Background: an optimization exercise with open tools, aiming at small area. Do not read the settings as production practice.
Where RTL was checked, it was by simulation tests only, not by an equivalence proof against the original.
The flow treats the clock pin as an ideal source. Dropping or thinning the clock tree relies on that and would not hold on a real chip.
Power and IR drop assume default switching activity.

==> flow/design.v <==
module hc_sr042 #(
    parameter [21:0] S0   = 22'h337507,
    parameter [21:0] S1   = 22'h26ea0e,
    parameter [21:0] S601 = 22'h2431c5,
    parameter [21:0] STM2 = 22'h1cdd41
) (
    input            clk,
    input            rst_n,
    input            echo2,
    output reg       trig2,
    output reg       last,       
    output reg [8:0] dis
);
    reg [21:0] s;
    reg [23:0] acc;
    always @(posedge clk or negedge rst_n)
        if (!rst_n) s <= S0;
        else        s <= {s[20:0], s[21] ^ s[20] ^ last};
    always @(posedge clk or negedge rst_n)
        if (!rst_n) begin
            last  <= 1'b0;
            trig2 <= 1'b0;
        end else begin
            last  <= (s == STM2);
            trig2 <= (s == S1) | (trig2 & (s != S601));
        end
    wire [24:0] cy;
    wire [23:0] sum;
    assign sum[0] = acc[0] ^ echo2;
    assign cy[1]  = acc[0] & echo2;
    assign sum[1] = acc[1] ^ echo2 ^ cy[1];
    assign cy[2]  = (acc[1] & echo2) | (cy[1] & (acc[1] ^ echo2));
    assign sum[2] = acc[2] ^ cy[2];
    assign cy[3]  = acc[2] & cy[2];
    assign sum[3] = acc[3] ^ echo2 ^ cy[3];
    assign cy[4]  = (acc[3] & echo2) | (cy[3] & (acc[3] ^ echo2));
    genvar i;
    generate for (i = 4; i < 24; i = i + 1) begin : inc
        assign sum[i]  = acc[i] ^ cy[i];
        assign cy[i+1] = acc[i] & cy[i];
    end endgenerate
    always @(posedge clk or negedge rst_n)
        if (!rst_n)              acc <= 24'd0;
        else if (!echo2 && last) acc <= 24'd0;
        else                     acc <= sum;
    wire [8:0] d    = acc[23:15];
    wire       ge   = d[8] & d[7] & (d[6] | d[5] | d[4]);    
    wire [8:0] fold = ge ? {2'b00, d[6:4] - 3'd1, d[3:0]} : d;
    always @(posedge clk)
        if (s == STM2) dis <= fold;
endmodule
module bcd2(
    input  clk,
    input  rst_n,
    output phase_end
);
    reg [4:0] p;
    assign phase_end = (p == 5'b10110);
    always @(posedge clk or negedge rst_n)
        if (!rst_n) p <= 5'b01101;
        else        p <= {p[3:0], p[4] ^ p[2] ^ phase_end};
endmodule
module smg2(
    input            clk,
    input            rst_n,
    input      [8:0] dis,
    input            load,
    output reg [8:0] disp,
    output reg       led0
);
    always @(posedge clk or negedge rst_n)
        if (!rst_n)    disp <= 9'd0;
        else if (load) disp <= dis;
    always @(posedge clk or negedge rst_n)
        if (!rst_n) led0 <= 1'b0;
        else        led0 <= (disp <= 9'd40);
endmodule
module top2(
    input        clk,
    input        rst_n,
    input        echo2,
    output       trig2,
    output       led0,
    output [9:0] hz
);
    wire       last, phase_end;
    wire [8:0] dis;
    wire [8:0] disp;
    reg        wait1, wait2;
    hc_sr042 HC_SR04_inst(
        .clk(clk), .rst_n(rst_n), .echo2(echo2),
        .trig2(trig2), .last(last), .dis(dis));
    bcd2 bin_bcd_inst(
        .clk(clk), .rst_n(rst_n), .phase_end(phase_end));
    always @(posedge clk or negedge rst_n)
        if (!rst_n) begin
            wait1 <= 1'b0;
            wait2 <= 1'b0;
        end else begin
            if (last)           wait1 <= 1'b1;
            else if (phase_end) wait1 <= 1'b0;
            if (phase_end)      wait2 <= wait1;
        end
    smg2 x7seg_msg_inst(
        .clk(clk), .rst_n(rst_n), .dis(dis), .load(phase_end & wait2),
        .disp(disp), .led0(led0));
    assign hz = {1'b0, disp};
endmodule
clock: 10.0 ns
lec_check: 0
cap_margin: 20
core_margin: 2
core_utilization: 65
slew_margin: 20
standard.sh (not shown) runs the stock make flow with config.mk's settings and CLKGATE_MAP_FILE= SYNTH_SCRIPT=/design/flow/synth_recipe.tcl, a recipe that flattens the netlist after the stock synthesis.
==> flow/flow/run.sh <==
#!/bin/bash
# Standard ORFS layout with: combinational cells downsized after synthesis
# (the flow's repair sizes up what timing needs), synthesis buffers removed,
# minimum-size port buffers, and a few clock buffers (flow/pre_cts.tcl) in place of the CTS
# H-tree. Logs: standard.log here and ORFS's per-step logs under orfs/logs.
set -uo pipefail
F=$(pwd)/flow
bash standard.sh \
  "PRE_FLOORPLAN_TCL=$F/pre_floorplan.tcl" \
  REMOVE_ABC_BUFFERS=1 \
  "BUFFER_PORTS_ARGS=-buffer_cell sky130_fd_sc_hd__buf_1" \
  "PRE_CTS_TCL=$F/pre_cts.tcl" \
  CLK_LEAF_BUF=${CLK_LEAF_BUF:-sky130_fd_sc_hd__clkbuf_8} CLK_NCLUSTERS=${CLK_NCLUSTERS:-4} \
  finish > standard.log 2>&1
Other scripts of this flow, unchanged in this note and not shown: flow/flow/pre_cts.tcl, flow/flow/pre_floorplan.tcl
The baseline ran to the end with no violations.
==> next run, changes <==
--- a/flow/design.v
+++ b/flow/design.v
@@ -8,25 +8,25 @@
     input            rst_n,
     input            echo2,
     output reg       trig2,
     output reg       last,       
     output reg [8:0] dis
 );
-    reg [21:0] s;
-    reg [23:0] acc;
+    localparam [21:0] INV = 22'h155555;
+    reg  [21:0] y;
+    wire [21:0] s = y ^ INV;
+    reg  [23:0] acc;
+    always @(posedge clk)
+        if (!rst_n) y <= S0 ^ INV;
+        else        y <= {s[20:0], s[21] ^ s[20] ^ last} ^ INV;
+    always @(posedge clk)
+        if (!rst_n) last <= 1'b0;
+        else        last <= (s == STM2);
     always @(posedge clk or negedge rst_n)
-        if (!rst_n) s <= S0;
-        else        s <= {s[20:0], s[21] ^ s[20] ^ last};
-    always @(posedge clk or negedge rst_n)
-        if (!rst_n) begin
-            last  <= 1'b0;
-            trig2 <= 1'b0;
-        end else begin
-            last  <= (s == STM2);
-            trig2 <= (s == S1) | (trig2 & (s != S601));
-        end
+        if (!rst_n) trig2 <= 1'b0;
+        else        trig2 <= (s == S1) | (trig2 & (s != S601));
     wire [24:0] cy;
     wire [23:0] sum;
     assign sum[0] = acc[0] ^ echo2;
     assign cy[1]  = acc[0] & echo2;
     assign sum[1] = acc[1] ^ echo2 ^ cy[1];
     assign cy[2]  = (acc[1] & echo2) | (cy[1] & (acc[1] ^ echo2));
@@ -36,32 +36,33 @@
     assign cy[4]  = (acc[3] & echo2) | (cy[3] & (acc[3] ^ echo2));
     genvar i;
     generate for (i = 4; i < 24; i = i + 1) begin : inc
         assign sum[i]  = acc[i] ^ cy[i];
         assign cy[i+1] = acc[i] & cy[i];
     end endgenerate
-    always @(posedge clk or negedge rst_n)
-        if (!rst_n)              acc <= 24'd0;
-        else if (!echo2 && last) acc <= 24'd0;
-        else                     acc <= sum;
+    always @(posedge clk)
+        if (!rst_n || (!echo2 && last)) acc <= 24'd0;
+        else                            acc <= sum;
     wire [8:0] d    = acc[23:15];
     wire       ge   = d[8] & d[7] & (d[6] | d[5] | d[4]);    
     wire [8:0] fold = ge ? {2'b00, d[6:4] - 3'd1, d[3:0]} : d;
     always @(posedge clk)
         if (s == STM2) dis <= fold;
 endmodule
 module bcd2(
     input  clk,
     input  rst_n,
     output phase_end
 );
-    reg [4:0] p;
+    localparam [4:0] INV = 5'b10101;
+    reg  [4:0] q;
+    wire [4:0] p = q ^ INV;
     assign phase_end = (p == 5'b10110);
-    always @(posedge clk or negedge rst_n)
-        if (!rst_n) p <= 5'b01101;
-        else        p <= {p[3:0], p[4] ^ p[2] ^ phase_end};
+    always @(posedge clk)
+        if (!rst_n) q <= 5'b01101 ^ INV;
+        else        q <= {p[3:0], p[4] ^ p[2] ^ phase_end} ^ INV;
 endmodule
 module smg2(
     input            clk,
     input            rst_n,
     input      [8:0] dis,
     input            load,
@@ -89,13 +90,13 @@
     reg        wait1, wait2;
     hc_sr042 HC_SR04_inst(
         .clk(clk), .rst_n(rst_n), .echo2(echo2),
         .trig2(trig2), .last(last), .dis(dis));
     bcd2 bin_bcd_inst(
         .clk(clk), .rst_n(rst_n), .phase_end(phase_end));
-    always @(posedge clk or negedge rst_n)
+    always @(posedge clk)
         if (!rst_n) begin
             wait1 <= 1'b0;
             wait2 <= 1'b0;
         end else begin
             if (last)           wait1 <= 1'b1;
             else if (phase_end) wait1 <= 1'b0;
Clock power is about the same.
Final area went down by about 5.4%.
Setup slack is better by 0.13 ns.
Routed wire length came out lower by 7.8%.
Hold slack improved by 0.012 ns.
Die area drops by about 5%.
Cell count came out higher by about 10%.
Sequential share of layout area goes down by 6.5 points.
Global-route usage shrinks by 0.39 points.
Only the layout flow was run in the first run of this note; the RTL was not checked for function there. No run of this note takes its clock network from TritonCTS; it comes from the design's own scripts or RTL.

==> what the ideal ports hide <==
How much do the figures lean on ideal ports? The routed layouts below were timed once more, with nothing changed but the port constraints. Step 1 sets driving cells, clkbuf_16 on the clock port and buf_2 on the other inputs (assumed; they add their load-dependent delay and slew). Step 2 adds t to the input delays and takes it off the output delays; t is the mean of the earliest and latest rising clock arrival at the registers after step 1. Input paths then give back, and output paths get back, about the clock's delay inside the block. Slacks: no drivers / after step 1 / after step 2; pairs: no drivers / after step 1.
run | t, ns | slack for setup (ns) | worst hold slack (ns) | clock arrival spread, ns | cell pins on the clock port's net
the first run | 0.219 | 2.933 / 2.967 / 2.748 | 0.381 / 0.381 / 0.381 | 0.018 / 0.018 | 4
the second run | 0.215 | 3.060 / 3.090 / 2.875 | 0.392 / 0.392 / 0.392 | 0.015 / 0.014 | 4
After both steps setup and hold are still met in every run listed.
